This is an optimization exercise on Yosys and OpenROAD, whose aim is small area, a short achievable clock period and few clock cycles, not a production implementation.
RTL that was checked went through simulation tests only; none was proved equivalent to the original.
No functional check of the RTL was part of runs 1, 3 and 4.
Power and IR drop assume default switching activity.

==> flow/design.v (outline; a module is shown in full before it is edited, if it fits) <==
// module cg_inv: 3 lines
// module cg_xor2: 3 lines
// module cg_xnor2: 3 lines
// module cg_and2: 3 lines
// module cg_nand2: 3 lines
// module cg_nor2: 3 lines
// module cg_nor2b: 3 lines
// module cg_a21oi: 3 lines
// module cg_o21ai: 3 lines
// module add32: 599 lines
// module sh_mux2i: 3 lines
// module sh_right32: 26 lines
// module ex_alu: 28 lines
// module br_tree: 266 lines
// module ex_branch: 9 lines
// module rf_aoi222: 3 lines
// module rf_nand2: 3 lines
// module rf_or11n: 3 lines
// module rf_wmux: 3 lines
// module rf_read: 14 lines
// module registers: 27 lines
// module inst_fetch: 14 lines
// module cpu_pipeline: 187 lines
module cpu_pipeline(
    input wire clk,
    input wire rst_n,
    output wire ibus_req,
    output wire [(32-1):0] ibus_addr,
    input wire [(32-1):0] ibus_rdata,
    input wire ibus_ready,
    output wire dbus_req,
    output wire dbus_we,
    output wire [(32-1):0] dbus_addr,
    output wire [(32-1):0] dbus_wdata,
    output wire [1:0] dbus_size,
    input wire [(32-1):0] dbus_rdata,
    input wire dbus_ready
);
  // ...
==> flow/run.sh <==
#!/bin/bash
# synth_recipe.tcl (not shown) runs the flow's synth.tcl, then flattens the netlist and writes it again
# the make line also repeats each setting of config.mk as NAME=value (left out here)
make -C /OpenROAD-flow-scripts/flow DESIGN_CONFIG=/design/flow/config.mk WORK_HOME=/design/flow/orfs CLKGATE_MAP_FILE= SYNTH_SCRIPT=/design/flow/synth_recipe.tcl finish
==> flow/config.mk <==
export PLATFORM = sky130hd
export DESIGN_NAME = cpu_pipeline
export DESIGN_NICKNAME = cpu_pipeline
export VERILOG_FILES = /design/flow/design.v
export SDC_FILE = /design/flow/constraint.sdc
export NUM_CORES = 8
export LEC_CHECK = 0
export CAP_MARGIN = 30
export CORE_MARGIN = 2
export CORE_UTILIZATION = 40
export SETUP_SLACK_MARGIN = 3.0
export SLEW_MARGIN = 20
export SYNTH_HIERARCHICAL = 1
export SYNTH_MINIMUM_KEEP_SIZE = 0
==> flow/constraint.sdc <==
create_clock -name core_clock -period 8.0 [get_ports {clk}]
set_input_delay 1.6000 -clock core_clock [delete_from_list [all_inputs] [get_ports {clk}]]
set_output_delay 1.6000 -clock core_clock [all_outputs]
set_load 0.01 [all_outputs]
==> summary.txt, run 1 <==
* Utilization after layout at 51.2%
* PwrDens at 195 mW/mm2
* CTS tree: done
* Reg2Reg Depth at 21
* Fin crit period at 5540 ps
* Tap cells at 1,781
* Root buffer cell: clkbuf_16
* Post-route cell area at 0.0694 mm2
* Clkbuf count at 167
* Clock power share at 44.7%
* Max_cap viols at 0
* CTS resizes at 570
* Hpwl dp at 195,000 um
* Crit. Startpoint: ex_st
* Multi-input logic cell count at 3,895
* Worst setup margin at 2460 ps
* Logic pwr share at 11.0%
* P&R area growth vs syn at 27.1%
* Global-route wire length before repair at 414,000 um
* Worst Skew at 62.7 ps
* WP buf/inv at 5
* Synthesized area per cell at 10.5 um2
* Crit path max fanout at 5
* Setup slack, reg-to-reg at 2820 ps
* CP top delay family: compound AO/OA/AOI/OAI gates
* Congestion Overflow GR at 0
* Post CTS Setup Buffer Count at 113
* Outcome: finished clean
* Peak VDD IR at 204 uV
* Most used cell, CP: buf_6
* Total combinational power at 1.49 mW
* Max clock buf depth at 3
* Top Layer Used: met5
* Worst skew pair latency at 820 ps
* Setup CP Type: register to output pin
* Sequential share of power at 44.3%
* Hold Crit Class: register to register
* Yosys Warn Count at 10
* Sequential logic power at 6.00 mW
* Non-clock buffer count at 571
==> module cpu_pipeline, before the edit <==
module cpu_pipeline(
    input wire clk,
    input wire rst_n,
    output wire ibus_req,
    output wire [(32-1):0] ibus_addr,
    input wire [(32-1):0] ibus_rdata,
    input wire ibus_ready,
    output wire dbus_req,
    output wire dbus_we,
    output wire [(32-1):0] dbus_addr,
    output wire [(32-1):0] dbus_wdata,
    output wire [1:0] dbus_size,
    input wire [(32-1):0] dbus_rdata,
    input wire dbus_ready
);
    reg ex_valid;
    reg [31:0] ex_rs1;
    reg [31:0] ex_b;     
    reg ex_sub;
    reg [31:0] ex_imm;
    reg [4:0] ex_rd;
    reg [2:0] ex_f3;
    reg ex_f7;           
    reg ex_wr;           
    reg ex_lui, ex_auipc, ex_jal, ex_jalr, ex_br, ex_ld, ex_st, ex_opimm, ex_op;
    reg [31:2] fetch_q;
    wire [31:2] seq_pc = fetch_q + {29'd0, ex_valid};
    wire [31:0] wb_data;
    wire [31:2] fetch_pc;
    wire ex_mem = ex_ld | ex_st;
    wire replay = ex_valid & ex_mem & ~dbus_ready;
    wire accept = ibus_ready & ~replay;
    assign ibus_addr = {fetch_pc, 2'b00};
    assign ibus_req = ~replay;
    always @(posedge clk or negedge rst_n) begin
        if (!rst_n)
            fetch_q <= 30'd0;
        else if (!replay)
            fetch_q <= fetch_pc;
    end
    wire [31:0] inst = ibus_rdata;
    wire [6:0] opc = inst[6:0];
    wire d_lui   = (opc == 7'b0110111);
    wire d_auipc = (opc == 7'b0010111);
    wire d_jal   = (opc == 7'b1101111);
    wire d_jalr  = (opc == 7'b1100111);
    wire d_br    = (opc == 7'b1100011);
    wire d_ld    = (opc == 7'b0000011);
    wire d_st    = (opc == 7'b0100011);
    wire d_opimm = (opc == 7'b0010011);
    wire d_op    = (opc == 7'b0110011);
    wire d_wr = (d_lui | d_auipc | d_jal | d_jalr | d_ld | d_opimm | d_op) & (inst[11:7] != 5'd0);
    wire d_sub = ((d_op | d_opimm) & (inst[14:13] == 2'b01)) |
                 (d_op & inst[30] & (inst[14:12] == 3'b000));
    wire [31:0] imm_i = {{20{inst[31]}}, inst[31:20]};
    wire [31:0] imm_s = {{20{inst[31]}}, inst[31:25], inst[11:7]};
    wire [31:0] imm_b = {{19{inst[31]}}, inst[31], inst[7], inst[30:25], inst[11:8], 1'b0};
    wire [31:0] imm_j = {{11{inst[31]}}, inst[31], inst[19:12], inst[20], inst[30:21], 1'b0};
    wire [31:0] imm_u = {inst[31:12], 12'd0};
    wire [31:0] imm = d_st ? imm_s :
                      d_br ? imm_b :
                      d_jal ? imm_j :
                      (d_lui | d_auipc) ? imm_u : imm_i;
    wire [4:0] rs1 = inst[19:15];
    wire [4:0] rs2 = inst[24:20];
    wire [31:0] rf_rs1, rf_rs2;
    wire wb_en = ex_valid & ex_wr;
    registers registers(
        .clk(clk),
        .rs1_addr(rs1),
        .rs2_addr(rs2),
        .rd_addr(ex_rd),
        .rd_data(wb_data),
        .rd_en(wb_en & ~replay),
        .rs1_out(rf_rs1),
        .rs2_out(rf_rs2)
    );
    wire fwd1 = wb_en & (ex_rd == rs1);
    wire fwd2 = wb_en & (ex_rd == rs2);
    wire [31:0] rs1v = fwd1 ? wb_data : rf_rs1;
    wire [31:0] rs2v = fwd2 ? wb_data : rf_rs2;
    always @(posedge clk or negedge rst_n) begin
        if (!rst_n)
            ex_valid <= 1'b0;
        else
            ex_valid <= accept;
    end
    always @(posedge clk) begin
        ex_rs1 <= rs1v;
        ex_b <= {32{d_sub}} ^ (d_opimm ? imm_i : rs2v);
        ex_sub <= d_sub;
        ex_imm <= imm;
        ex_rd <= inst[11:7];
        ex_f3 <= inst[14:12];
        ex_f7 <= inst[30];
        ex_wr <= d_wr;
        ex_lui <= d_lui;
        ex_auipc <= d_auipc;
        ex_jal <= d_jal;
        ex_jalr <= d_jalr;
        ex_br <= d_br;
        ex_ld <= d_ld;
        ex_st <= d_st;
        ex_opimm <= d_opimm;
        ex_op <= d_op;
    end
    wire [31:0] sum, x, n, shl, shr;
    wire alu_lts, alu_ltu;
    ex_alu alu(
        .a(ex_rs1),
        .b(ex_b),
        .sub(ex_sub),
        .arith(ex_f7),
        .left(ex_f3 == 3'b001),
        .sum(sum),
        .x(x),
        .n(n),
        .shl(shl),
        .shr(shr),
        .lt_s(alu_lts),
        .lt_u(alu_ltu)
    );
    wire base_pc = ex_br | ex_jal | ex_auipc;
    wire base_rs = ex_ld | ex_st | ex_jalr;
    wire [31:0] base = ({32{base_pc}} & {fetch_q, 2'b00}) | ({32{base_rs}} & ex_rs1);
    wire [31:0] agu;
    add32 agu_add(.a(base), .b(ex_imm), .cin(1'b0), .sum(agu), .cout(), .p(), .g());
    wire eq, lt_u, lt_s;
    ex_branch ex_branch(
        .a(ex_rs1),
        .b(ex_b),
        .eq(eq),
        .lt_u(lt_u),
        .lt_s(lt_s)
    );
    wire exb = ex_valid & ex_br;
    wire c_beq  = exb & (ex_f3 == 3'b000);
    wire c_bne  = exb & (ex_f3 == 3'b001);
    wire c_blt  = exb & (ex_f3 == 3'b100);
    wire c_bge  = exb & (ex_f3 == 3'b101);
    wire c_bltu = exb & (ex_f3 == 3'b110);
    wire c_bgeu = exb & (ex_f3 == 3'b111);
    wire jump = ex_valid & (ex_jal | ex_jalr);
    genvar gs;
    generate for (gs = 0; gs < 4; gs = gs + 1) begin : fsel
        localparam integer LO = 2 + 8 * gs;
        localparam integer W = (gs == 3) ? 6 : 8;
        inst_fetch #(.W(W)) f(
            .jump(jump),
            .c_beq(c_beq), .c_bne(c_bne), .c_blt(c_blt), .c_bge(c_bge),
            .c_bltu(c_bltu), .c_bgeu(c_bgeu),
            .eq(eq), .lt_s(lt_s), .lt_u(lt_u),
            .target(agu[LO+W-1:LO]),
            .seq(seq_pc[LO+W-1:LO]),
            .pc(fetch_pc[LO+W-1:LO])
        );
    end endgenerate
    wire [31:0] ld_data;
    assign ld_data[7:0] = dbus_rdata[7:0];
    assign ld_data[15:8] = (ex_f3 == 3'b000) ? {8{dbus_rdata[7]}} : dbus_rdata[15:8];
    assign ld_data[31:16] = (ex_f3 == 3'b000) ? {16{dbus_rdata[7]}} :
                            (ex_f3 == 3'b001) ? {16{dbus_rdata[15]}} : dbus_rdata[31:16];
    wire ex_alu_op = ex_opimm | ex_op;
    wire s_sum  = ex_alu_op & (ex_f3 == 3'b000);
    wire s_sll  = ex_alu_op & (ex_f3 == 3'b001);
    wire s_slt  = ex_alu_op & (ex_f3 == 3'b010);
    wire s_sltu = ex_alu_op & (ex_f3 == 3'b011);
    wire s_sr   = ex_alu_op & (ex_f3 == 3'b101);
    wire s_x    = ex_alu_op & ((ex_f3 == 3'b100) | (ex_f3 == 3'b110));   
    wire s_n    = ex_alu_op & ((ex_f3 == 3'b110) | (ex_f3 == 3'b111));   
    wire s_link = ex_jal | ex_jalr;
    assign wb_data = ({32{s_sum}} & sum) |
                     ({32{s_sll}} & shl) |
                     ({32{s_sr}} & shr) |
                     ({32{s_x}} & x) |
                     ({32{s_n}} & n) |
                     {31'd0, (s_slt & alu_lts) | (s_sltu & alu_ltu)} |
                     ({32{ex_ld}} & ld_data) |
                     ({32{s_link}} & {seq_pc, 2'b00}) |
                     ({32{ex_lui}} & ex_imm) |
                     ({32{ex_auipc}} & agu);
    assign dbus_req = ex_valid & ex_mem;
    assign dbus_we = ex_st;
    assign dbus_addr = agu;
    assign dbus_wdata = ex_b;
    assign dbus_size = {~ex_f3[1] & ex_f3[0], ~ex_f3[1] & ~ex_f3[0]};
endmodule
==> run 2, diff against run 1 <==
--- a/flow/design.v
+++ b/flow/design.v
@@ -1050,2 +1050,4 @@
     reg ex_lui, ex_auipc, ex_jal, ex_jalr, ex_br, ex_ld, ex_st, ex_opimm, ex_op;
+    reg ex_base_pc;      
+    reg ex_base_rs;      
     reg [31:2] fetch_q;
@@ -1130,2 +1132,4 @@
         ex_op <= d_op;
+        ex_base_pc <= d_br | d_jal | d_auipc;
+        ex_base_rs <= d_ld | d_st | d_jalr;
     end
@@ -1147,5 +1151,3 @@
     );
-    wire base_pc = ex_br | ex_jal | ex_auipc;
-    wire base_rs = ex_ld | ex_st | ex_jalr;
-    wire [31:0] base = ({32{base_pc}} & {fetch_q, 2'b00}) | ({32{base_rs}} & ex_rs1);
+    wire [31:0] base = ({32{ex_base_pc}} & {fetch_q, 2'b00}) | ({32{ex_base_rs}} & ex_rs1);
     wire [31:0] agu;
==> flow/flow/run.sh (new file) <==
#!/bin/bash
# Layout flow: the standard flow (standard.sh), with every input and
# output port buffered by buf_4 cells instead of the buffer cell that
# buffer_ports picks by default. Its full output goes to standard.log.
set -e
export BUFFER_PORTS_ARGS="-buffer_cell sky130_fd_sc_hd__buf_4"
bash standard.sh > standard.log 2>&1
==> flow/standard.sh (new file) <==
#!/bin/bash
# synth_recipe.tcl (not shown) runs the flow's synth.tcl, then flattens the netlist and writes it again
# the make line also repeats each setting of config.mk as NAME=value (left out here)
make -C /OpenROAD-flow-scripts/flow DESIGN_CONFIG=/design/flow/config.mk WORK_HOME=/design/flow/orfs CLKGATE_MAP_FILE= SYNTH_SCRIPT=/design/flow/synth_recipe.tcl "${@:-finish}"
removed: flow/run.sh
==> summary.txt, run 2 <==
* RSZ-0062 raised after global routing: yes (unchanged)
* CP Capture Type: output pin (unchanged)
* Crit. Startpoint: ex_b[19] (was ex_st)
* P&R area growth vs syn at 22.0% (was 27.1%)
* Commonest non-fill, non-tap cells in the layout: dfxtp_1, a22o_1, a222oi_1 (unchanged)
* CTS HTree Levels at 3 (unchanged)
* Top reg by flops: registers.q (unchanged)
* Final ANT Viol Nets at 0 (unchanged)
* Initial antenna violation count at 26 (was 31)
* Max-slew violation count at 0 (unchanged)
* Die height at 374 um (about the same)
* Max_cap viols at 0 (unchanged)
* Fin. Hold Viols at 0 (unchanged)
* Endpoints failing setup at 0 (unchanged)
* All-Layer GR Usage at 40.3% (was 40.6%)
* Worst skew pair latency at 810 ps (was 820 ps)
* Share of layout cells above drive strength 1 at 21.6% (was 24.2%)
* Min Hold Slack at 498 ps (was 496 ps)
* Post-DP Area at 0.0602 mm2 (was 0.0606 mm2)
* Utilization after layout at 49.3% (was 51.2%)
* Worst r2r dst: ex_b[0] (was ex_rs1[22])
* Cell Area, Synth at 0.0548 mm2 (was 0.0546 mm2)
* Hold Crit Endpoint: registers.q[540] (was registers.q[977])
* DRC Markers at 0 (unchanged)
* Gp weighted congestion at 1.07 (was 1.08)
* Fin crit period at 5290 ps (was 5540 ps)
* FMAX at 189 MHz (was 180 MHz)
* CP Launch Type: register (unchanged)
* Setup CP Type: register to output pin (unchanged)
* Vias in the first global route at 52,400 (was 52,800)
* Reg2Reg Depth at 16 (was 21)
* CP Data Required Time at 6400 ps (about the same)
* Hpwl dp at 190,000 um (was 195,000 um)
* Clock slew at the register clock pins of the worst setup and hold paths at 60 ps (was 70 ps)
* CTS tree: done (unchanged)
* Hold Crit Class: register to register (unchanged)
* Vias per inst at 7.47 (was 7.56)
* Setup TNS at 0 ps (unchanged)
* Max clock buf depth at 3 (unchanged)
* Post-synthesis instance total at 5,238 (was 5,212)
* CTS sink count at 1,141 (was 1,139)
* Cts hold-fix bufs at 0 (unchanged)
* Tcrit/Tclk final at 66.2% (was 69.3%)
* Global-route wire length before repair at 409,000 um (was 414,000 um)
* DIE WIDTH at 374 um (about the same)
* Setup slack, reg-to-reg at 2930 ps (was 2820 ps)
* Initial Utilization at 40.4% (was 40.3%)
* Final wirelength at 298,000 um (was 301,000 um)
* Yosys Warn Count at 10 (unchanged)
* I/O Buffers at 166 (unchanged)
* Slew margin rel. at 24.8% (was 16.5%)
* Peak VDD IR at 199 uV (was 204 uV)
* Synthesized area per cell at 10.5 um2 (about the same)
* Post-route cell area at 0.0668 mm2 (was 0.0694 mm2)
* CTS buffer count at 121 (was 118)
* Drt pass-1 iters at 12 (was 13)
* Worst Skew at 83.5 ps (was 62.7 ps)
* # IOs at 169 (unchanged)
* Commonest non-fill, non-tap cell in the layout: dfxtp_1 (unchanged)
* RR Startpoint: ex_rs1[7] (was ex_st)
* Iter 0 DRT Violations at 12,500 (was 13,800)
* Num rows at 135 (unchanged)
* Worst slew pin tran at 1130 ps (was 1240 ps)
* Max FFs per register at 992 (unchanged)
* Crit path max fanout at 8 (was 5)
* Die area at 0.140 mm2 (about the same)
* PwrDens at 200 mW/mm2 (was 195 mW/mm2)
* Final #Nets at 5,754 (was 5,851)
* Root buffer cell: clkbuf_16 (unchanged)
* Congestion Overflow GR at 0 (unchanged)
* Largest net degree at the start of global routing at 52 (was 47)
* Crit path DAT at 3690 ps (was 3940 ps)
* Leakage at 24.8 nW (was 25.7 nW)
* Core ar. at 0.136 mm2 (was 0.135 mm2)
* Outcome: finished clean (unchanged)
* Vias at 56,700 (was 58,000)
* Worst hold path startpoint: registers.q[540] (was registers.q[977])
* WL/cell at 39.3 um (was 39.2 um)
* WHS Path Cells at 1 (unchanged)
run 2: cell count changes in the layout (fill, tap and decap cells not counted), sizes merged, moves of 9 or more:
cell           before  now
and3                9   26
a21o               32   21
nor2              241  252
mux2i             229  238
clkdlybuf4s50     104    0
clkbuf            176  188
and2               79   91
a21oi             201  189
o21ai             154  170
mux2              104   93
run 2: timing repair:
item / CTS / global route
pin swaps: 23 / 17
cloned: 5 / 1
resized for setup: 272 / 64
buffers inserted: 37 / 29
endpoints found under the setup margin: 817 / 280
run 2: report_power, final:
part           switching (mW)  internal, mW  total (mW)  leakage [nW]
sequential              0.207          5.78        5.99          9.41
combinational           0.835         0.555        1.39          13.3
clock                    2.54          3.45        5.99          2.05
total                    3.59          9.78        13.4          24.8
run 2: how the worst max path moves through the flow:
stage                          to  slack (ps)  cells after the start
finish              ibus_addr[16]        2710                     12
detailed placement       ex_b[12]        2210                     17
global placement       ex_rs1[12]        1940                     15
CTS                  ibus_addr[8]        2780                     13
global route         ibus_addr[8]        2660                     12
floorplan                 ex_b[0]        3000                     18
run 2: through the flow:
stage	instances	total power [mW]	setup WS, ps
floorplan	5244	6.65	3000
global placement	7236	7.25	1940
detailed placement	7263	7.26	2210
CTS	7531	13.3	2780
global route	7569	13.7	2660
finish	7582	13.4	2710
run 2: per-layer routing:
metal	part of all wire [%]	track usage, %
met1	35	49.1
met2	42	59.6
met3	13	12.2
met4	9.1	30.5
met5	0.046	0
run 2: final cells by class:
| class | count | area, um2 |
|---|---|---|
| fillers | 12400 | 68800 |
| multi-input cells | 3912 | 32800 |
| clock buffers | 186 | 3580 |
| well taps | 1781 | 2230 |
| clock inverters | 40 | 631 |
| inverters | 57 | 218 |
| diodes | 16 | 40.0 |
| repair inverters | 1 | 5.00 |
| flip-flops and latches | 1141 | 23100 |
| repair buffers | 448 | 4230 |
run 2: worst max-delay path, cell delays in order, from the launching register on:
cell	delay, ps
dfxtp_1	590
xnor2_2	140
a21oi_2	150
o21ai_1	90
a21oi_2	140
o21ai_1	100
a21oi_2	240
inv_2	80
a21o_4	250
a222oi_1	290
and3_4	390
mux2_4	360
buf_6	130
Testbench counts of run 2, summed over its fixed seeds: cycles 77,558.
==> run 3, diff against run 2 <==
--- a/flow/design.v
+++ b/flow/design.v
@@ -626,329 +626,332 @@
 endmodule
-module sh_mux2i(input wire s, input wire a1, input wire a0, output wire y);
-    assign y = ~(s ? a1 : a0);
-endmodule
-module sh_right32(
-    input wire [31:0] a,
-    input wire left,
-    input wire fill,         
-    input wire [4:0] amt,
-    output wire [31:0] y
-);
-    wire [31:0] st [0:5];
-    genvar i, k;
-    generate
-        for (i = 0; i < 32; i = i + 1) begin : in_
-            sh_mux2i m(.s(left), .a1(a[31 - i]), .a0(a[i]), .y(st[0][i]));
-        end
-        for (k = 0; k < 5; k = k + 1) begin : stage
-            wire f = (k % 2 == 0) ? ~fill : fill;
-            for (i = 0; i < 32; i = i + 1) begin : b_
-                if (i + (1 << k) < 32) begin : m
-                    sh_mux2i m(.s(amt[k]), .a1(st[k][i + (1 << k)]), .a0(st[k][i]), .y(st[k+1][i]));
-                end else begin : e
-                    sh_mux2i m(.s(amt[k]), .a1(f), .a0(st[k][i]), .y(st[k+1][i]));
-                end
-            end
-        end
-    endgenerate
-    assign y = st[5];
-endmodule
-module ex_alu(
-    input wire [(32-1):0] a,
-    input wire [(32-1):0] b,
-    input wire sub,           
-    input wire arith,         
-    input wire left,          
-    output wire [(32-1):0] sum,
-    output wire [(32-1):0] x,      
-    output wire [(32-1):0] n,      
-    output wire [(32-1):0] shl,
-    output wire [(32-1):0] shr,
-    output wire lt_s,         
-    output wire lt_u          
-);
-    wire cout;
-    add32 add(.a(a), .b(b), .cin(sub), .sum(sum), .cout(cout), .p(x), .g(n));
-    assign lt_u = ~cout;
-    assign lt_s = (a[31] ^ b[31]) ? sum[31] : a[31];
-    wire [31:0] sh_out;
-    sh_right32 sh(.a(a), .left(left), .fill(arith & ~left & a[31]), .amt(b[4:0]), .y(sh_out));
-    reg [31:0] sh_rev;
-    integer i;
-    always @(*) begin
-        for (i = 0; i < 32; i = i + 1) sh_rev[i] = sh_out[31 - i];
-    end
-    assign shl = sh_rev;
-    assign shr = sh_out;
-endmodule
-module br_tree(
-    input wire [31:0] a,
-    input wire [31:0] b,
-    output wire eq_all,
-    output wire lt_u,
-    output wire lt_s
+module add16(
+    input wire [15:0] a,
+    input wire [15:0] b,
+    input wire cin,
+    output wire [15:0] sum,
+    output wire cout,
+    output wire [15:0] p,     
+    output wire [15:0] g      
 );
+    cg_xor2 px0(.a(a[0]), .b(b[0]), .y(p[0]));
+    cg_and2 gx0(.a(a[0]), .b(b[0]), .y(g[0]));
+    cg_xor2 px1(.a(a[1]), .b(b[1]), .y(p[1]));
+    cg_and2 gx1(.a(a[1]), .b(b[1]), .y(g[1]));
+    cg_xor2 px2(.a(a[2]), .b(b[2]), .y(p[2]));
+    cg_and2 gx2(.a(a[2]), .b(b[2]), .y(g[2]));
+    cg_xor2 px3(.a(a[3]), .b(b[3]), .y(p[3]));
+    cg_and2 gx3(.a(a[3]), .b(b[3]), .y(g[3]));
+    cg_xor2 px4(.a(a[4]), .b(b[4]), .y(p[4]));
+    cg_and2 gx4(.a(a[4]), .b(b[4]), .y(g[4]));
+    cg_xor2 px5(.a(a[5]), .b(b[5]), .y(p[5]));
+    cg_and2 gx5(.a(a[5]), .b(b[5]), .y(g[5]));
+    cg_xor2 px6(.a(a[6]), .b(b[6]), .y(p[6]));
+    cg_and2 gx6(.a(a[6]), .b(b[6]), .y(g[6]));
+    cg_xor2 px7(.a(a[7]), .b(b[7]), .y(p[7]));
+    cg_and2 gx7(.a(a[7]), .b(b[7]), .y(g[7]));
+    cg_xor2 px8(.a(a[8]), .b(b[8]), .y(p[8]));
+    cg_and2 gx8(.a(a[8]), .b(b[8]), .y(g[8]));
+    cg_xor2 px9(.a(a[9]), .b(b[9]), .y(p[9]));
+    cg_and2 gx9(.a(a[9]), .b(b[9]), .y(g[9]));
+    cg_xor2 px10(.a(a[10]), .b(b[10]), .y(p[10]));
+    cg_and2 gx10(.a(a[10]), .b(b[10]), .y(g[10]));
+    cg_xor2 px11(.a(a[11]), .b(b[11]), .y(p[11]));
+    cg_and2 gx11(.a(a[11]), .b(b[11]), .y(g[11]));
+    cg_xor2 px12(.a(a[12]), .b(b[12]), .y(p[12]));
+    cg_and2 gx12(.a(a[12]), .b(b[12]), .y(g[12]));
+    cg_xor2 px13(.a(a[13]), .b(b[13]), .y(p[13]));
+    cg_and2 gx13(.a(a[13]), .b(b[13]), .y(g[13]));
+    cg_xor2 px14(.a(a[14]), .b(b[14]), .y(p[14]));
+    cg_and2 gx14(.a(a[14]), .b(b[14]), .y(g[14]));
+    cg_xor2 px15(.a(a[15]), .b(b[15]), .y(p[15]));
+    cg_and2 gx15(.a(a[15]), .b(b[15]), .y(g[15]));
     wire n1;
-    cg_xnor2 u1(.a(a[0]), .b(b[0]), .y(n1));
+    cg_a21oi u1(.a1(p[0]), .a2(cin), .b1(g[0]), .y(n1));
     wire n2;
-    cg_nor2b u2(.a(a[0]), .bn(b[0]), .y(n2));
+    cg_a21oi u2(.a1(p[1]), .a2(g[0]), .b1(g[1]), .y(n2));
     wire n3;
-    cg_xnor2 u3(.a(a[1]), .b(b[1]), .y(n3));
+    cg_nand2 u3(.a(p[1]), .b(p[0]), .y(n3));
     wire n4;
-    cg_nor2b u4(.a(a[1]), .bn(b[1]), .y(n4));
+    cg_a21oi u4(.a1(p[2]), .a2(g[1]), .b1(g[2]), .y(n4));
     wire n5;
-    cg_xnor2 u5(.a(a[2]), .b(b[2]), .y(n5));
+    cg_nand2 u5(.a(p[2]), .b(p[1]), .y(n5));
     wire n6;
-    cg_nor2b u6(.a(a[2]), .bn(b[2]), .y(n6));
+    cg_a21oi u6(.a1(p[3]), .a2(g[2]), .b1(g[3]), .y(n6));
     wire n7;
-    cg_xnor2 u7(.a(a[3]), .b(b[3]), .y(n7));
+    cg_nand2 u7(.a(p[3]), .b(p[2]), .y(n7));
     wire n8;
-    cg_nor2b u8(.a(a[3]), .bn(b[3]), .y(n8));
+    cg_a21oi u8(.a1(p[4]), .a2(g[3]), .b1(g[4]), .y(n8));
     wire n9;
-    cg_xnor2 u9(.a(a[4]), .b(b[4]), .y(n9));
+    cg_nand2 u9(.a(p[4]), .b(p[3]), .y(n9));
     wire n10;
-    cg_nor2b u10(.a(a[4]), .bn(b[4]), .y(n10));
+    cg_a21oi u10(.a1(p[5]), .a2(g[4]), .b1(g[5]), .y(n10));
     wire n11;
-    cg_xnor2 u11(.a(a[5]), .b(b[5]), .y(n11));
+    cg_nand2 u11(.a(p[5]), .b(p[4]), .y(n11));
     wire n12;
-    cg_nor2b u12(.a(a[5]), .bn(b[5]), .y(n12));
+    cg_a21oi u12(.a1(p[6]), .a2(g[5]), .b1(g[6]), .y(n12));
     wire n13;
-    cg_xnor2 u13(.a(a[6]), .b(b[6]), .y(n13));
+    cg_nand2 u13(.a(p[6]), .b(p[5]), .y(n13));
     wire n14;
-    cg_nor2b u14(.a(a[6]), .bn(b[6]), .y(n14));
+    cg_a21oi u14(.a1(p[7]), .a2(g[6]), .b1(g[7]), .y(n14));
     wire n15;
-    cg_xnor2 u15(.a(a[7]), .b(b[7]), .y(n15));
+    cg_nand2 u15(.a(p[7]), .b(p[6]), .y(n15));
     wire n16;
-    cg_nor2b u16(.a(a[7]), .bn(b[7]), .y(n16));
+    cg_a21oi u16(.a1(p[8]), .a2(g[7]), .b1(g[8]), .y(n16));
     wire n17;
-    cg_xnor2 u17(.a(a[8]), .b(b[8]), .y(n17));
+    cg_nand2 u17(.a(p[8]), .b(p[7]), .y(n17));
     wire n18;
-    cg_nor2b u18(.a(a[8]), .bn(b[8]), .y(n18));
+    cg_a21oi u18(.a1(p[9]), .a2(g[8]), .b1(g[9]), .y(n18));
     wire n19;
-    cg_xnor2 u19(.a(a[9]), .b(b[9]), .y(n19));
+    cg_nand2 u19(.a(p[9]), .b(p[8]), .y(n19));
     wire n20;
-    cg_nor2b u20(.a(a[9]), .bn(b[9]), .y(n20));
+    cg_a21oi u20(.a1(p[10]), .a2(g[9]), .b1(g[10]), .y(n20));
     wire n21;
-    cg_xnor2 u21(.a(a[10]), .b(b[10]), .y(n21));
+    cg_nand2 u21(.a(p[10]), .b(p[9]), .y(n21));
     wire n22;
-    cg_nor2b u22(.a(a[10]), .bn(b[10]), .y(n22));
+    cg_a21oi u22(.a1(p[11]), .a2(g[10]), .b1(g[11]), .y(n22));
     wire n23;
-    cg_xnor2 u23(.a(a[11]), .b(b[11]), .y(n23));
+    cg_nand2 u23(.a(p[11]), .b(p[10]), .y(n23));
     wire n24;
-    cg_nor2b u24(.a(a[11]), .bn(b[11]), .y(n24));
+    cg_a21oi u24(.a1(p[12]), .a2(g[11]), .b1(g[12]), .y(n24));
     wire n25;
-    cg_xnor2 u25(.a(a[12]), .b(b[12]), .y(n25));
+    cg_nand2 u25(.a(p[12]), .b(p[11]), .y(n25));
     wire n26;
-    cg_nor2b u26(.a(a[12]), .bn(b[12]), .y(n26));
+    cg_a21oi u26(.a1(p[13]), .a2(g[12]), .b1(g[13]), .y(n26));
     wire n27;
-    cg_xnor2 u27(.a(a[13]), .b(b[13]), .y(n27));
+    cg_nand2 u27(.a(p[13]), .b(p[12]), .y(n27));
     wire n28;
-    cg_nor2b u28(.a(a[13]), .bn(b[13]), .y(n28));
+    cg_a21oi u28(.a1(p[14]), .a2(g[13]), .b1(g[14]), .y(n28));
     wire n29;
-    cg_xnor2 u29(.a(a[14]), .b(b[14]), .y(n29));
+    cg_nand2 u29(.a(p[14]), .b(p[13]), .y(n29));
     wire n30;
-    cg_nor2b u30(.a(a[14]), .bn(b[14]), .y(n30));
+    cg_a21oi u30(.a1(p[15]), .a2(g[14]), .b1(g[15]), .y(n30));
     wire n31;
-    cg_xnor2 u31(.a(a[15]), .b(b[15]), .y(n31));
+    cg_nand2 u31(.a(p[15]), .b(p[14]), .y(n31));
     wire n32;
-    cg_nor2b u32(.a(a[15]), .bn(b[15]), .y(n32));
+    cg_inv u32(.a(cin), .y(n32));
     wire n33;
-    cg_xnor2 u33(.a(a[16]), .b(b[16]), .y(n33));
+    cg_o21ai u33(.a1(n3), .a2(n32), .b1(n2), .y(n33));
     wire n34;
-    cg_nor2b u34(.a(a[16]), .bn(b[16]), .y(n34));
+    cg_o21ai u34(.a1(n5), .a2(n1), .b1(n4), .y(n34));
     wire n35;
-    cg_xnor2 u35(.a(a[17]), .b(b[17]), .y(n35));
+    cg_o21ai u35(.a1(n7), .a2(n2), .b1(n6), .y(n35));
     wire n36;
-    cg_nor2b u36(.a(a[17]), .bn(b[17]), .y(n36));
+    cg_nor2 u36(.a(n7), .b(n3), .y(n36));
     wire n37;
-    cg_xnor2 u37(.a(a[18]), .b(b[18]), .y(n37));
+    cg_o21ai u37(.a1(n9), .a2(n4), .b1(n8), .y(n37));
     wire n38;
-    cg_nor2b u38(.a(a[18]), .bn(b[18]), .y(n38));
+    cg_nor2 u38(.a(n9), .b(n5), .y(n38));
     wire n39;
-    cg_xnor2 u39(.a(a[19]), .b(b[19]), .y(n39));
+    cg_o21ai u39(.a1(n11), .a2(n6), .b1(n10), .y(n39));
     wire n40;
-    cg_nor2b u40(.a(a[19]), .bn(b[19]), .y(n40));
+    cg_nor2 u40(.a(n11), .b(n7), .y(n40));
     wire n41;
-    cg_xnor2 u41(.a(a[20]), .b(b[20]), .y(n41));
+    cg_o21ai u41(.a1(n13), .a2(n8), .b1(n12), .y(n41));
     wire n42;
-    cg_nor2b u42(.a(a[20]), .bn(b[20]), .y(n42));
+    cg_nor2 u42(.a(n13), .b(n9), .y(n42));
     wire n43;
-    cg_xnor2 u43(.a(a[21]), .b(b[21]), .y(n43));
+    cg_o21ai u43(.a1(n15), .a2(n10), .b1(n14), .y(n43));
     wire n44;
-    cg_nor2b u44(.a(a[21]), .bn(b[21]), .y(n44));
+    cg_nor2 u44(.a(n15), .b(n11), .y(n44));
     wire n45;
-    cg_xnor2 u45(.a(a[22]), .b(b[22]), .y(n45));
+    cg_o21ai u45(.a1(n17), .a2(n12), .b1(n16), .y(n45));
     wire n46;
-    cg_nor2b u46(.a(a[22]), .bn(b[22]), .y(n46));
+    cg_nor2 u46(.a(n17), .b(n13), .y(n46));
     wire n47;
-    cg_xnor2 u47(.a(a[23]), .b(b[23]), .y(n47));
+    cg_o21ai u47(.a1(n19), .a2(n14), .b1(n18), .y(n47));
     wire n48;
-    cg_nor2b u48(.a(a[23]), .bn(b[23]), .y(n48));
+    cg_nor2 u48(.a(n19), .b(n15), .y(n48));
     wire n49;
-    cg_xnor2 u49(.a(a[24]), .b(b[24]), .y(n49));
+    cg_o21ai u49(.a1(n21), .a2(n16), .b1(n20), .y(n49));
     wire n50;
-    cg_nor2b u50(.a(a[24]), .bn(b[24]), .y(n50));
+    cg_nor2 u50(.a(n21), .b(n17), .y(n50));
     wire n51;
-    cg_xnor2 u51(.a(a[25]), .b(b[25]), .y(n51));
+    cg_o21ai u51(.a1(n23), .a2(n18), .b1(n22), .y(n51));
     wire n52;
-    cg_nor2b u52(.a(a[25]), .bn(b[25]), .y(n52));
+    cg_nor2 u52(.a(n23), .b(n19), .y(n52));
     wire n53;
-    cg_xnor2 u53(.a(a[26]), .b(b[26]), .y(n53));
+    cg_o21ai u53(.a1(n25), .a2(n20), .b1(n24), .y(n53));
     wire n54;
-    cg_nor2b u54(.a(a[26]), .bn(b[26]), .y(n54));
+    cg_nor2 u54(.a(n25), .b(n21), .y(n54));
     wire n55;
-    cg_xnor2 u55(.a(a[27]), .b(b[27]), .y(n55));
+    cg_o21ai u55(.a1(n27), .a2(n22), .b1(n26), .y(n55));
     wire n56;
-    cg_nor2b u56(.a(a[27]), .bn(b[27]), .y(n56));
+    cg_nor2 u56(.a(n27), .b(n23), .y(n56));
     wire n57;
-    cg_xnor2 u57(.a(a[28]), .b(b[28]), .y(n57));
+    cg_o21ai u57(.a1(n29), .a2(n24), .b1(n28), .y(n57));
     wire n58;
-    cg_nor2b u58(.a(a[28]), .bn(b[28]), .y(n58));
+    cg_nor2 u58(.a(n29), .b(n25), .y(n58));
     wire n59;
-    cg_xnor2 u59(.a(a[29]), .b(b[29]), .y(n59));
+    cg_o21ai u59(.a1(n31), .a2(n26), .b1(n30), .y(n59));
     wire n60;
-    cg_nor2b u60(.a(a[29]), .bn(b[29]), .y(n60));
+    cg_nor2 u60(.a(n31), .b(n27), .y(n60));
     wire n61;
-    cg_xnor2 u61(.a(a[30]), .b(b[30]), .y(n61));
+    cg_a21oi u61(.a1(n36), .a2(cin), .b1(n35), .y(n61));
     wire n62;
-    cg_nor2b u62(.a(a[30]), .bn(b[30]), .y(n62));
+    cg_inv u62(.a(n1), .y(n62));
     wire n63;
-    cg_a21oi u63(.a1(n3), .a2(n2), .b1(n4), .y(n63));
+    cg_a21oi u63(.a1(n38), .a2(n62), .b1(n37), .y(n63));
     wire n64;
-    cg_nand2 u64(.a(n3), .b(n1), .y(n64));
+    cg_a21oi u64(.a1(n40), .a2(n33), .b1(n39), .y(n64));
     wire n65;
-    cg_a21oi u65(.a1(n7), .a2(n6), .b1(n8), .y(n65));
+    cg_a21oi u65(.a1(n42), .a2(n34), .b1(n41), .y(n65));
     wire n66;
-    cg_nand2 u66(.a(n7), .b(n5), .y(n66));
+    cg_a21oi u66(.a1(n44), .a2(n35), .b1(n43), .y(n66));
     wire n67;
-    cg_a21oi u67(.a1(n11), .a2(n10), .b1(n12), .y(n67));
+    cg_nand2 u67(.a(n44), .b(n36), .y(n67));
     wire n68;
-    cg_nand2 u68(.a(n11), .b(n9), .y(n68));
+    cg_a21oi u68(.a1(n46), .a2(n37), .b1(n45), .y(n68));
     wire n69;
-    cg_a21oi u69(.a1(n15), .a2(n14), .b1(n16), .y(n69));
+    cg_nand2 u69(.a(n46), .b(n38), .y(n69));
     wire n70;
-    cg_nand2 u70(.a(n15), .b(n13), .y(n70));
+    cg_a21oi u70(.a1(n48), .a2(n39), .b1(n47), .y(n70));
     wire n71;
-    cg_a21oi u71(.a1(n19), .a2(n18), .b1(n20), .y(n71));
+    cg_nand2 u71(.a(n48), .b(n40), .y(n71));
     wire n72;
-    cg_nand2 u72(.a(n19), .b(n17), .y(n72));
+    cg_a21oi u72(.a1(n50), .a2(n41), .b1(n49), .y(n72));
     wire n73;
-    cg_a21oi u73(.a1(n23), .a2(n22), .b1(n24), .y(n73));
+    cg_nand2 u73(.a(n50), .b(n42), .y(n73));
     wire n74;
-    cg_nand2 u74(.a(n23), .b(n21), .y(n74));
+    cg_a21oi u74(.a1(n52), .a2(n43), .b1(n51), .y(n74));
     wire n75;
-    cg_a21oi u75(.a1(n27), .a2(n26), .b1(n28), .y(n75));
+    cg_nand2 u75(.a(n52), .b(n44), .y(n75));
     wire n76;
-    cg_nand2 u76(.a(n27), .b(n25), .y(n76));
+    cg_a21oi u76(.a1(n54), .a2(n45), .b1(n53), .y(n76));
     wire n77;
-    cg_a21oi u77(.a1(n31), .a2(n30), .b1(n32), .y(n77));
+    cg_nand2 u77(.a(n54), .b(n46), .y(n77));
     wire n78;
-    cg_nand2 u78(.a(n31), .b(n29), .y(n78));
+    cg_a21oi u78(.a1(n56), .a2(n47), .b1(n55), .y(n78));
     wire n79;
-    cg_a21oi u79(.a1(n35), .a2(n34), .b1(n36), .y(n79));
+    cg_nand2 u79(.a(n56), .b(n48), .y(n79));
     wire n80;
-    cg_nand2 u80(.a(n35), .b(n33), .y(n80));
+    cg_a21oi u80(.a1(n58), .a2(n49), .b1(n57), .y(n80));
     wire n81;
-    cg_a21oi u81(.a1(n39), .a2(n38), .b1(n40), .y(n81));
+    cg_nand2 u81(.a(n58), .b(n50), .y(n81));
     wire n82;
-    cg_nand2 u82(.a(n39), .b(n37), .y(n82));
+    cg_a21oi u82(.a1(n60), .a2(n51), .b1(n59), .y(n82));
     wire n83;
-    cg_a21oi u83(.a1(n43), .a2(n42), .b1(n44), .y(n83));
+    cg_nand2 u83(.a(n60), .b(n52), .y(n83));
     wire n84;
-    cg_nand2 u84(.a(n43), .b(n41), .y(n84));
+    cg_o21ai u84(.a1(n67), .a2(n32), .b1(n66), .y(n84));
     wire n85;
-    cg_a21oi u85(.a1(n47), .a2(n46), .b1(n48), .y(n85));
+    cg_o21ai u85(.a1(n69), .a2(n1), .b1(n68), .y(n85));
     wire n86;
-    cg_nand2 u86(.a(n47), .b(n45), .y(n86));
+    cg_inv u86(.a(n33), .y(n86));
     wire n87;
-    cg_a21oi u87(.a1(n51), .a2(n50), .b1(n52), .y(n87));
+    cg_o21ai u87(.a1(n71), .a2(n86), .b1(n70), .y(n87));
     wire n88;
-    cg_nand2 u88(.a(n51), .b(n49), .y(n88));
+    cg_inv u88(.a(n34), .y(n88));
     wire n89;
-    cg_a21oi u89(.a1(n55), .a2(n54), .b1(n56), .y(n89));
+    cg_o21ai u89(.a1(n73), .a2(n88), .b1(n72), .y(n89));
     wire n90;
-    cg_nand2 u90(.a(n55), .b(n53), .y(n90));
+    cg_o21ai u90(.a1(n75), .a2(n61), .b1(n74), .y(n90));
     wire n91;
-    cg_a21oi u91(.a1(n59), .a2(n58), .b1(n60), .y(n91));
+    cg_o21ai u91(.a1(n77), .a2(n63), .b1(n76), .y(n91));
     wire n92;
-    cg_nand2 u92(.a(n59), .b(n57), .y(n92));
+    cg_o21ai u92(.a1(n79), .a2(n64), .b1(n78), .y(n92));
     wire n93;
-    cg_inv u93(.a(n62), .y(n93));
+    cg_o21ai u93(.a1(n81), .a2(n65), .b1(n80), .y(n93));
     wire n94;
-    cg_inv u94(.a(n61), .y(n94));
+    cg_o21ai u94(.a1(n83), .a2(n66), .b1(n82), .y(n94));
     wire n95;
-    cg_o21ai u95(.a1(n66), .a2(n63), .b1(n65), .y(n95));
+    cg_nor2 u95(.a(n83), .b(n67), .y(n95));
     wire n96;
-    cg_nor2 u96(.a(n66), .b(n64), .y(n96));
-    wire n97;
-    cg_o21ai u97(.a1(n70), .a2(n67), .b1(n69), .y(n97));
-    wire n98;
-    cg_nor2 u98(.a(n70), .b(n68), .y(n98));
-    wire n99;
-    cg_o21ai u99(.a1(n74), .a2(n71), .b1(n73), .y(n99));
-    wire n100;
-    cg_nor2 u100(.a(n74), .b(n72), .y(n100));
-    wire n101;
-    cg_o21ai u101(.a1(n78), .a2(n75), .b1(n77), .y(n101));
-    wire n102;
-    cg_nor2 u102(.a(n78), .b(n76), .y(n102));
-    wire n103;
-    cg_o21ai u103(.a1(n82), .a2(n79), .b1(n81), .y(n103));
-    wire n104;
-    cg_nor2 u104(.a(n82), .b(n80), .y(n104));
-    wire n105;
-    cg_o21ai u105(.a1(n86), .a2(n83), .b1(n85), .y(n105));
-    wire n106;
-    cg_nor2 u106(.a(n86), .b(n84), .y(n106));
-    wire n107;
-    cg_o21ai u107(.a1(n90), .a2(n87), .b1(n89), .y(n107));
-    wire n108;
-    cg_nor2 u108(.a(n90), .b(n88), .y(n108));
-    wire n109;
-    cg_o21ai u109(.a1(n94), .a2(n91), .b1(n93), .y(n109));
-    wire n110;
-    cg_nor2 u110(.a(n94), .b(n92), .y(n110));
-    wire n111;
-    cg_a21oi u111(.a1(n98), .a2(n95), .b1(n97), .y(n111));
-    wire n112;
-    cg_nand2 u112(.a(n98), .b(n96), .y(n112));
-    wire n113;
-    cg_a21oi u113(.a1(n102), .a2(n99), .b1(n101), .y(n113));
-    wire n114;
-    cg_nand2 u114(.a(n102), .b(n100), .y(n114));
-    wire n115;
-    cg_a21oi u115(.a1(n106), .a2(n103), .b1(n105), .y(n115));
-    wire n116;
-    cg_nand2 u116(.a(n106), .b(n104), .y(n116));
-    wire n117;
-    cg_a21oi u117(.a1(n110), .a2(n107), .b1(n109), .y(n117));
-    wire n118;
-    cg_nand2 u118(.a(n110), .b(n108), .y(n118));
-    wire n119;
-    cg_o21ai u119(.a1(n114), .a2(n111), .b1(n113), .y(n119));
-    wire n120;
-    cg_nor2 u120(.a(n114), .b(n112), .y(n120));
-    wire n121;
-    cg_o21ai u121(.a1(n118), .a2(n115), .b1(n117), .y(n121));
-    wire n122;
-    cg_nor2 u122(.a(n118), .b(n116), .y(n122));
-    wire n123;
-    cg_a21oi u123(.a1(n122), .a2(n119), .b1(n121), .y(n123));
-    wire n124;
-    cg_nand2 u124(.a(n122), .b(n120), .y(n124));
-    wire n125;
-    cg_inv u125(.a(n123), .y(n125));
-    wire n126;
-    cg_inv u126(.a(n124), .y(n126));
-    wire l_low = n125;    
-    wire e_low = n126;    
-    wire e31 = ~(a[31] ^ b[31]);
-    assign eq_all = e31 & e_low;
-    assign lt_u = (~a[31] & b[31]) | (e31 & l_low);
-    assign lt_s = (a[31] & ~b[31]) | (e31 & l_low);
+    cg_a21oi u96(.a1(n95), .a2(cin), .b1(n94), .y(n96));
+    cg_xor2 sx0(.a(p[0]), .b(cin), .y(sum[0]));
+    cg_xnor2 sx1(.a(p[1]), .b(n1), .y(sum[1]));
+    cg_xor2 sx2(.a(p[2]), .b(n33), .y(sum[2]));
+    cg_xor2 sx3(.a(p[3]), .b(n34), .y(sum[3]));
+    cg_xnor2 sx4(.a(p[4]), .b(n61), .y(sum[4]));
+    cg_xnor2 sx5(.a(p[5]), .b(n63), .y(sum[5]));
+    cg_xnor2 sx6(.a(p[6]), .b(n64), .y(sum[6]));
+    cg_xnor2 sx7(.a(p[7]), .b(n65), .y(sum[7]));
+    cg_xor2 sx8(.a(p[8]), .b(n84), .y(sum[8]));
+    cg_xor2 sx9(.a(p[9]), .b(n85), .y(sum[9]));
+    cg_xor2 sx10(.a(p[10]), .b(n87), .y(sum[10]));
+    cg_xor2 sx11(.a(p[11]), .b(n89), .y(sum[11]));
+    cg_xor2 sx12(.a(p[12]), .b(n90), .y(sum[12]));
+    cg_xor2 sx13(.a(p[13]), .b(n91), .y(sum[13]));
+    cg_xor2 sx14(.a(p[14]), .b(n92), .y(sum[14]));
+    cg_xor2 sx15(.a(p[15]), .b(n93), .y(sum[15]));
+    cg_inv co(.a(n96), .y(cout));
 endmodule
-module ex_branch(
+module sh_mux2i(input wire s, input wire a1, input wire a0, output wire y);
+    assign y = ~(s ? a1 : a0);
+endmodule
+module sh_right32(
+    input wire [31:0] a,
+    input wire left,
+    input wire fill,         
+    input wire [4:0] amt,
+    output wire [31:0] y
+);
+    wire [31:0] st [0:5];
+    genvar i, k;
+    generate
+        for (i = 0; i < 32; i = i + 1) begin : in_
+            sh_mux2i m(.s(left), .a1(a[31 - i]), .a0(a[i]), .y(st[0][i]));
+        end
+        for (k = 0; k < 5; k = k + 1) begin : stage
+            wire f = (k % 2 == 0) ? ~fill : fill;
+            for (i = 0; i < 32; i = i + 1) begin : b_
+                if (i + (1 << k) < 32) begin : m
+                    sh_mux2i m(.s(amt[k]), .a1(st[k][i + (1 << k)]), .a0(st[k][i]), .y(st[k+1][i]));
+                end else begin : e
+                    sh_mux2i m(.s(amt[k]), .a1(f), .a0(st[k][i]), .y(st[k+1][i]));
+                end
+            end
+        end
+    endgenerate
+    assign y = st[5];
+endmodule
+module ex_alu(
+    input wire [(32-1):0] a,
+    input wire [(32-1):0] b,
+    input wire sub,           
+    input wire arith,         
+    input wire left,          
+    output wire [(32-1):0] sum,
+    output wire [(32-1):0] x,      
+    output wire [(32-1):0] n,      
+    output wire [(32-1):0] shl,
+    output wire [(32-1):0] shr,
+    output wire lt_s,         
+    output wire lt_u          
+);
+    wire cout;
+    add32 add(.a(a), .b(b), .cin(sub), .sum(sum), .cout(cout), .p(x), .g(n));
+    assign lt_u = ~cout;
+    assign lt_s = (a[31] ^ b[31]) ? sum[31] : a[31];
+    wire [31:0] sh_out;
+    sh_right32 sh(.a(a), .left(left), .fill(arith & ~left & a[31]), .amt(b[4:0]), .y(sh_out));
+    reg [31:0] sh_rev;
+    integer i;
+    always @(*) begin
+        for (i = 0; i < 32; i = i + 1) sh_rev[i] = sh_out[31 - i];
+    end
+    assign shl = sh_rev;
+    assign shr = sh_out;
+endmodule
+module br_group(input wire [3:0] a, input wire [3:0] b, output wire lt, output wire eq);
+    assign eq = (a == b);
+    assign lt = (a < b);
+endmodule
+module br_pre(
     input wire [(32-1):0] a,
     input wire [(32-1):0] b,
-    output wire eq,
+    output wire [7:0] lt,      
+    output wire [7:0] eq,      
+    output wire lt7s           
+);
+    genvar k;
+    generate for (k = 0; k < 8; k = k + 1) begin : g
+        br_group u(.a(a[4*k+3:4*k]), .b(b[4*k+3:4*k]), .lt(lt[k]), .eq(eq[k]));
+    end endgenerate
+    br_group us(.a({~a[31], a[30:28]}), .b({~b[31], b[30:28]}), .lt(lt7s), .eq());
+endmodule
+module br_merge(
+    input wire [7:0] lt,
+    input wire [7:0] eq,
+    input wire lt7s,
+    output wire eq_all,
     output wire lt_u,
@@ -956,3 +959,17 @@
 );
-    br_tree t(.a(a), .b(b), .eq_all(eq), .lt_u(lt_u), .lt_s(lt_s));
+    wire l10 = lt[1] | (eq[1] & lt[0]);
+    wire e10 = eq[1] & eq[0];
+    wire l32 = lt[3] | (eq[3] & lt[2]);
+    wire e32 = eq[3] & eq[2];
+    wire l54 = lt[5] | (eq[5] & lt[4]);
+    wire e54 = eq[5] & eq[4];
+    wire l30 = l32 | (e32 & l10);
+    wire e30 = e32 & e10;
+    wire l64 = lt[6] | (eq[6] & l54);
+    wire e64 = eq[6] & e54;
+    wire l60 = l64 | (e64 & l30);
+    wire e60 = e64 & e30;
+    assign eq_all = eq[7] & e60;
+    assign lt_u = lt[7] | (eq[7] & l60);
+    assign lt_s = lt7s | (eq[7] & l60);
 endmodule
@@ -1044,3 +1061,3 @@
     reg ex_sub;
-    reg [31:0] ex_imm;
+    reg [31:16] ex_imm;   
     reg [4:0] ex_rd;
@@ -1050,2 +1067,6 @@
     reg ex_lui, ex_auipc, ex_jal, ex_jalr, ex_br, ex_ld, ex_st, ex_opimm, ex_op;
+    reg [7:0] ex_clt, ex_ceq;   
+    reg ex_clt7s;
+    reg [15:0] ex_agu_lo;   
+    reg ex_agu_c16;
     reg ex_base_pc;      
@@ -1108,2 +1129,11 @@
     wire [31:0] rs2v = fwd2 ? wb_data : rf_rs2;
+    wire d_base_pc = d_br | d_jal | d_auipc;
+    wire d_base_rs = d_ld | d_st | d_jalr;
+    wire [15:0] base_lo = ({16{d_base_pc}} & {fetch_pc[15:2], 2'b00}) | ({16{d_base_rs}} & rs1v[15:0]);
+    wire [15:0] agu_lo;
+    wire agu_c16;
+    add16 agu_lo_add(.a(base_lo), .b(imm[15:0]), .cin(1'b0), .sum(agu_lo), .cout(agu_c16), .p(), .g());
+    wire [7:0] d_clt, d_ceq;
+    wire d_clt7s;
+    br_pre br_pre(.a(rs1v), .b(rs2v), .lt(d_clt), .eq(d_ceq), .lt7s(d_clt7s));
     always @(posedge clk or negedge rst_n) begin
@@ -1118,3 +1148,3 @@
         ex_sub <= d_sub;
-        ex_imm <= imm;
+        ex_imm <= imm[31:16];
         ex_rd <= inst[11:7];
@@ -1132,4 +1162,9 @@
         ex_op <= d_op;
-        ex_base_pc <= d_br | d_jal | d_auipc;
-        ex_base_rs <= d_ld | d_st | d_jalr;
+        ex_clt <= d_clt;
+        ex_ceq <= d_ceq;
+        ex_clt7s <= d_clt7s;
+        ex_base_pc <= d_base_pc;
+        ex_base_rs <= d_base_rs;
+        ex_agu_lo <= agu_lo;
+        ex_agu_c16 <= agu_c16;
     end
@@ -1151,10 +1186,12 @@
     );
-    wire [31:0] base = ({32{ex_base_pc}} & {fetch_q, 2'b00}) | ({32{ex_base_rs}} & ex_rs1);
-    wire [31:0] agu;
-    add32 agu_add(.a(base), .b(ex_imm), .cin(1'b0), .sum(agu), .cout(), .p(), .g());
+    wire [31:16] base_hi = ({16{ex_base_pc}} & fetch_q[31:16]) | ({16{ex_base_rs}} & ex_rs1[31:16]);
+    wire [31:16] agu_hi;
+    add16 agu_add(.a(base_hi), .b(ex_imm[31:16]), .cin(ex_agu_c16), .sum(agu_hi), .cout(), .p(), .g());
+    wire [31:0] agu = {agu_hi, ex_agu_lo};
     wire eq, lt_u, lt_s;
-    ex_branch ex_branch(
-        .a(ex_rs1),
-        .b(ex_b),
-        .eq(eq),
+    br_merge br_merge(
+        .lt(ex_clt),
+        .eq(ex_ceq),
+        .lt7s(ex_clt7s),
+        .eq_all(eq),
         .lt_u(lt_u),
@@ -1206,4 +1243,3 @@
                      ({32{s_link}} & {seq_pc, 2'b00}) |
-                     ({32{ex_lui}} & ex_imm) |
-                     ({32{ex_auipc}} & agu);
+                     ({32{ex_lui | ex_auipc}} & agu);
     assign dbus_req = ex_valid & ex_mem;
==> summary.txt, run 3 <==
* Crit path max fanout at 32 (was 8)
* Final #Nets at 5,701 (was 5,754)
* Slew margin rel. at -22.7% (was 24.8%)
* Reg2Reg Depth at 23 (was 16)
* Vias at 55,500 (was 56,700)
* Synthesized area per cell at 10.5 um2 (about the same)
* Worst slew pin tran at 1790 ps (was 1130 ps)
* CTS sink count at 1,159 (was 1,141)
* Worst hold path startpoint: registers.q[987] (was registers.q[540])
* Top Usage Layer GRT: met2 (unchanged)
* DIE WIDTH at 373 um (was 374 um)
* RSZ-0062 raised after global routing: yes (unchanged)
* Final cell count without fillers at 7,510 (was 7,582)
* Setup TNS at 0 ps (unchanged)
* M1 GR Usage at 47.2% (was 49.1%)
* WL/cell at 38.4 um (was 39.3 um)
* CP Capture Type: register (was output pin)
* Critical-path top delay cell: nand4_1 (was dfxtp_1)
* Vias per inst at 7.39 (was 7.47)
* GRT met2 Usage at 60.3% (was 59.6%)
* Worst skew pair latency at 800 ps (was 810 ps)
* P&R area growth vs syn at 22.3% (was 22.0%)
* Drt pass-1 iters at 17 (was 12)
* GRT met3 Usage at 9.84% (was 12.2%)
* Yosys Warn Count at 10 (unchanged)
* CP Launch Type: input pin (was register)
* Worst Skew at 53.6 ps (was 83.5 ps)
* Utilization after layout at 49.2% (was 49.3%)
* Fin. Hold Viols at 0 (unchanged)
* Post-synthesis instance total at 5,165 (was 5,238)
* CTS HTree Levels at 3 (unchanged)
* Final ANT Viol Nets at 0 (unchanged)
* CP Data Required Time at 8720 ps (was 6400 ps)
* Max FFs per register at 992 (unchanged)
* All-Layer GR Usage at 39.2% (was 40.3%)
* CTS tree: done (unchanged)
* SO Faults: capacitance limit, slew limit
* Cell Area, Synth at 0.0544 mm2 (was 0.0548 mm2)
* Worst r2r dst: ex_agu_lo[12] (was ex_b[0])
* Global-route wire length before repair at 399,000 um (was 409,000 um)
* CP top delay family: simple AND/OR/NAND/NOR gates (was compound AO/OA/AOI/OAI gates)
* Core ar. at 0.135 mm2 (was 0.136 mm2)
* Iter 0 DRT Violations at 12,800 (was 12,500)
* PwrDens at 203 mW/mm2 (was 200 mW/mm2)
* Vias in the first global route at 51,100 (was 52,400)
* Worst-path cell chain: buf_4 > or3b_4 > nor2_4 > buf_4 > a222oi_1 > nand4_1 > or3_4 > mux2_2 > a22o_1 > xor2_2 > nand2_1 > nor2_1 > nand2_1 > o21ai_1 > xor2_1 (was xnor2_2 > a21oi_2 > o21ai_1 > a21oi_2 > o21ai_1 > a21oi_2 > inv_2 > a21o_4 > a222oi_1 > and3_4 > mux2_4 > buf_6)
* FMAX at 185 MHz (was 189 MHz)
* Commonest non-fill, non-tap cell in the layout: dfxtp_1 (unchanged)
* Setup CP Type: input pin to register (was register to output pin)
* Placed cell count at 7,176 (was 7,263)
* Max-slew violation count at 4 (was 0)
* DRC Markers at 0 (unchanged)
* Fin crit period at 5410 ps (was 5290 ps)
* Tcrit/Tclk final at 67.6% (was 66.2%)
* Registers with the most flip-flops: registers.q (992), ex_b (32), ex_rs1 (32)
* Cts hold-fix bufs at 0 (unchanged)
* Peak VDD IR at 189 uV (was 199 uV)
* Worst path depth at 15 (was 12)
* Final wirelength at 289,000 um (was 298,000 um)
* Congestion Overflow GR at 0 (unchanged)
* Initial Utilization at 40.2% (was 40.4%)
* Hold Crit Endpoint: registers.q[987] (was registers.q[540])
* I/O Buffers at 166 (unchanged)
* Max clock buf depth at 3 (unchanged)
* Min Hold Slack at 496 ps (was 498 ps)
* # IOs at 169 (unchanged)
* RR Startpoint: ex_f3[1] (was ex_rs1[7])
* Outcome: complete, but fails checks (was finished clean)
* CTS buffer count at 120 (was 121)
* Max_cap viols at 1 (was 0)
* Leakage at 24.8 nW (about the same)
* CP max stage delay at 760 ps (was 590 ps)
* Largest net degree at the start of global routing at 51 (was 52)
* Top reg by flops: registers.q (unchanged)
* Crit path DAT at 6130 ps (was 3690 ps)
* Share of layout cells above drive strength 1 at 21.7% (was 21.6%)
* Die area at 0.139 mm2 (was 0.140 mm2)
* Hold Crit Class: register to register (unchanged)
* WHS Path Cells at 1 (unchanged)
* Commonest non-fill, non-tap cells in the layout: dfxtp_1, a22o_1, a222oi_1 (unchanged)
* Initial antenna violation count at 40 (was 26)
* Clock slew at the register clock pins of the worst setup and hold paths at 70 ps (was 60 ps)
* Root buffer cell: clkbuf_16 (unchanged)
* Setup slack, reg-to-reg at 2670 ps (was 2930 ps)
* Endpoints failing setup at 0 (unchanged)
* Gp weighted congestion at 1.06 (was 1.07)
* Die height at 373 um (was 374 um)
* Num rows at 135 (unchanged)
* Hpwl dp at 195,000 um (was 190,000 um)
* WP buf/inv at 2 (unchanged)
[run 3: cell count changes in the layout (fill, tap and decap cells not counted), sizes merged, moves of 19 or more]
| cell | change |
|---|---|
| nor2 | -19 |
| mux2i | -25 |
| xor2 | +29 |
| xnor2 | -48 |
| inv | +45 |
| nor2b | -37 |
| ha | +34 |
| o21ai | -32 |
[run 3: through the flow]
step	cell area, um2	total power, mW	worst slack (ps)
floorplan	54600	6.70	2440
global placement	59300	7.28	1640
detailed placement	60000	7.28	1670
CTS	65400	13.4	2870
global route	66500	13.8	2650
finish	66500	13.5	2590
[run 3: routing by layer]
metal,part of all wire (%),up-vias
li1,-,22700
met1,36,27200
met2,43,4507
met3,12,1021
met4,9.4,16
met5,0.035,-
[run 3: report_power, final]
group	switching [mW]	internal [mW]	total [mW]
combinational	0.793	0.481	1.27
sequential	0.177	5.89	6.07
clock	2.60	3.58	6.18
[run 3: worst register-to-register path: stages (launching register included)]
cell and delay, ps:
dfxtp_4 340, nand2b_4 170, nor2_4 260, buf_12 160, buf_16 150, mux2i_2 260
mux2i_1 150, mux2i_1 200, mux2i_1 130, mux2i_1 230, mux2i_2 140, a222oi_1 890
o211ai_1 200, buf_4 220, clkbuf_16 150, mux2_4 300, a22o_4 280, xor2_4 160
buf_12 140, a21oi_4 200, o21ai_2 100, a21oi_2 110, o21ai_1 100, xor2_1 170
[run 3: worst max path at each step]
stage,slack (ps),endpoint,start
CTS,2870,ex_agu_lo[8],ex_f3[1]
floorplan,2440,ex_agu_lo[14],ex_f3[2]
detailed placement,1670,ex_agu_lo[14],ibus_rdata[16]
global placement,1640,ex_agu_lo[11],ibus_rdata[16]
finish,2590,ex_agu_lo[14],ibus_rdata[17]
global route,2650,ex_agu_lo[14],ex_f3[1]
[run 3: repair_timing]
item,CTS,global route
setup endpoints to repair,332,56
cloned,3,4
resized for setup,164,135
setup buffers,24,43
pin swaps,22,40
[run 3: final cells by class]
class	count	area, um2
fillers	12400	68800
repair buffers	429	3960
clock inverters	59	827
inverters	97	368
multi-input cells	3787	32100
clock buffers	166	3530
repair inverters	1	5.00
well taps	1781	2230
flip-flops and latches	1159	23400
diodes	31	77.6
==> run 4, diff against run 3 <==
--- a/flow/config.mk
+++ b/flow/config.mk
@@ -10,3 +10,3 @@
 export CORE_UTILIZATION = 40
-export SETUP_SLACK_MARGIN = 3.0
+export SETUP_SLACK_MARGIN = 3.6
 export SLEW_MARGIN = 20
==> summary.txt, run 4 <==
* Outcome: finished clean (was complete, but fails checks)
* Critical-path top delay cell: nand4_1 (unchanged)
* Max clock buf depth at 3 (unchanged)
* Vias per inst at 7.49 (was 7.39)
* Worst skew pair latency at 810 ps (was 800 ps)
* Most used cell, CP: buf_12
* Post-synthesis instance total at 5,165 (unchanged)
* Iter 0 DRT Violations at 14,200 (was 12,800)
* Largest net degree at the start of global routing at 51 (unchanged)
* Top reg by flops: registers.q (unchanged)
* Drt pass-1 iters at 17 (unchanged)
* Root buffer cell: clkbuf_16 (unchanged)
* CP top delay family: simple AND/OR/NAND/NOR gates (unchanged)
* Fin crit period at 5060 ps (was 5410 ps)
* Worst Skew at 31.5 ps (was 53.6 ps)
* Max FFs per register at 992 (unchanged)
* Commonest non-fill, non-tap cells in the layout: dfxtp_1, a22o_1, a222oi_1 (unchanged)
* Hold Crit Class: register to register (unchanged)
* FMAX at 198 MHz (was 185 MHz)
* Die height at 373 um (unchanged)
* WL/cell at 40.1 um (was 38.4 um)
* Num rows at 135 (unchanged)
* Leakage at 27.3 nW (was 24.8 nW)
* P&R area growth vs syn at 32.2% (was 22.3%)
* CTS sink count at 1,159 (unchanged)
* Crit path max fanout at 6 (was 32)
* DRC Markers at 0 (unchanged)
* Synthesized area per cell at 10.5 um2 (unchanged)
* CP max stage delay at 480 ps (was 760 ps)
* Vias at 58,400 (was 55,500)
* Global-route wire length before repair at 419,000 um (was 399,000 um)
* Die area at 0.139 mm2 (unchanged)
* CTS tree: done (unchanged)
* Yosys Warn Count at 10 (unchanged)
* Utilization after layout at 53.2% (was 49.2%)
* Peak VDD IR at 154 uV (was 189 uV)
* CTS HTree Levels at 4 (was 3)
* Worst slew pin tran at 1320 ps (was 1790 ps)
* Fin. Hold Viols at 0 (unchanged)
* Core ar. at 0.135 mm2 (unchanged)
* Crit path DAT at 5740 ps (was 6130 ps)
* I/O Buffers at 166 (unchanged)
* PwrDens at 192 mW/mm2 (was 203 mW/mm2)
* DIE WIDTH at 373 um (unchanged)
* Clock slew at the register clock pins of the worst setup and hold paths at 60 ps (was 70 ps)
* Gp weighted congestion at 1.03 (was 1.06)
* WP buf/inv at 7 (was 2)
* CP Capture Type: register (unchanged)
* Slew margin rel. at 10.2% (was -22.7%)
* CTS buffer count at 131 (was 120)
* RSZ-0062 raised after global routing: yes (unchanged)
* Commonest non-fill, non-tap cell in the layout: dfxtp_1 (unchanged)
* Final wirelength at 313,000 um (was 289,000 um)
* Initial antenna violation count at 37 (was 40)
* Setup CP Type: input pin to register (unchanged)
* All-Layer GR Usage at 41.5% (was 39.2%)
* Final ANT Viol Nets at 0 (unchanged)
* # IOs at 169 (unchanged)
* Setup TNS at 0 ps (unchanged)
* Final #Nets at 5,998 (was 5,701)
* CP Launch Type: input pin (unchanged)
* Tcrit/Tclk final at 63.2% (was 67.6%)
* Registers with the most flip-flops: registers.q (992), ex_b (32), ex_rs1 (32) (unchanged)
* Initial Utilization at 40.2% (unchanged)
* Max_cap viols at 0 (was 1)
* Hpwl dp at 194,000 um (was 195,000 um)
* Worst-path cell chain: buf_12 > or3b_4 > buf_12 > nor2_4 > buf_12 > buf_12 > buf_12 > buf_12 > a222oi_1 > nand4_1 > or3_1 > mux2_4 > a22o_1 > and2_2 > a21oi_4 > o21ai_4 > buf_4 > a21oi_2 > o21ai_2 > xor2_1 (was buf_4 > or3b_4 > nor2_4 > buf_4 > a222oi_1 > nand4_1 > or3_4 > mux2_2 > a22o_1 > xor2_2 > nand2_1 > nor2_1 > nand2_1 > o21ai_1 > xor2_1)
* Cell Area, Synth at 0.0544 mm2 (unchanged)
* Max-slew violation count at 0 (was 4)
* CP Data Required Time at 8680 ps (was 8720 ps)
* Endpoints failing setup at 0 (unchanged)
* Congestion Overflow GR at 0 (unchanged)
* Share of layout cells above drive strength 1 at 28.5% (was 21.7%)
* Vias in the first global route at 53,800 (was 51,100)
==> run 4: final cells by class <==
class                           count  area [um2]
Sequential cell                  1159       23500
Multi-Input combinational cell   3798       34100
Tap cell                         1781        2230
Inverter                           97         373
Antenna cell                       24        60.1
Fill cell                       11700       63400
Clock buffer                      193        3790
Clock inverter                     39         524
Timing Repair Buffer              704        7330
Timing Repair inverter              1        5.00
==> run 4: report_power, final <==
group / switching (mW) / internal, mW / leakage [nW] / total [mW]
logic: 0.912 / 0.670 / 15.6 / 1.58
clock network: 2.65 / 3.51 / 2.11 / 6.17
registers: 0.183 / 5.89 / 9.56 / 6.07
total: 3.75 / 10.1 / 27.3 / 13.8
==> run 4: repair_timing <==
action                                  4_1_cts  5_1_grt
hold buffers                                  0        0
gates resized for setup                     579      205
endpoints found under the setup margin      748      117
pin swaps                                   182      112
buffers inserted                            221      104
gates cloned                                 22       13
==> run 4: metal layers <==
metal | vias up | wire, um | track usage, %
met3 | 1358 | 46000 | 16.7
met4 | 28 | 32700 | 32.9
met2 | 5188 | 125000 | 59.7
li1 | 23300 | - | -
met5 | - | 178 | 0
met1 | 28500 | 108000 | 48.9
==> run 4: final timing paths <==
kind,startpoint,to,slack [ps],cells after the start
min,registers.q[319],registers.q[319],490,1
max in group asynchronous,rst_n,fetch_q[17],6890,1
min reg2reg,registers.q[319],registers.q[319],490,1
min in group asynchronous,rst_n,ex_valid,740,1
max,ibus_rdata[15],ex_agu_lo[10],2940,20
max reg2reg,ex_f3[1],ex_agu_lo[9],3100,24
==> run 4: stage by stage <==
| step | total power [mW] | std cells | setup WS [ps] | hold slack [ps] | area [um2] |
|---|---|---|---|---|---|
| 6_report | 13.8 | 7796 | 2940 | 494 | 71900 |
| 5_1_grt | 14.1 | 7775 | 3000 | 510 | 71900 |
| 4_1_cts | 13.6 | 7650 | 3150 | 495 | 69700 |
| 3_5_place_dp | 7.28 | 7175 | 1770 | 475 | 60300 |
| 3_3_place_gp | 7.27 | 7144 | 1800 | 472 | 59600 |
| 2_1_floorplan | 6.71 | 5171 | 2440 | 460 | 55000 |

## static timing again, ports no longer ideal
No port has a modelled driver above. Below, the same layouts with a new extraction and two added sets of constraints. Step 1: set_driving_cell puts a clkbuf_16 on clk and a buf_2 on each other input, an assumption about the parent block. Step 2 also shifts input and output timing later by t, the mid clock arrival at the registers, as if the neighbouring blocks saw the same clock. a / b / c = ideal ports / drivers / drivers and shift; a / b = the first two.
run	t, ns	setup slack, ns	worst hold slack (ns)	worst register clock-pin slew, ns
run 1	0.862	2.458 / 2.381 / 2.052	0.496 / 0.496 / 0.496	0.07 / 0.07
run 2	0.844	2.707 / 2.631 / 2.296	0.498 / 0.498 / 0.498	0.07 / 0.07
run 3	0.853	2.588 / 2.650 / 1.797	0.496 / 0.496 / 0.496	0.07 / 0.07
run 4	0.886	2.945 / 2.900 / 2.014	0.494 / 0.494 / 0.494	0.07 / 0.07
For run 4, which loses most, drivers alone change the setup slack by -0.045 ns; drivers and shift together by -0.931 ns.
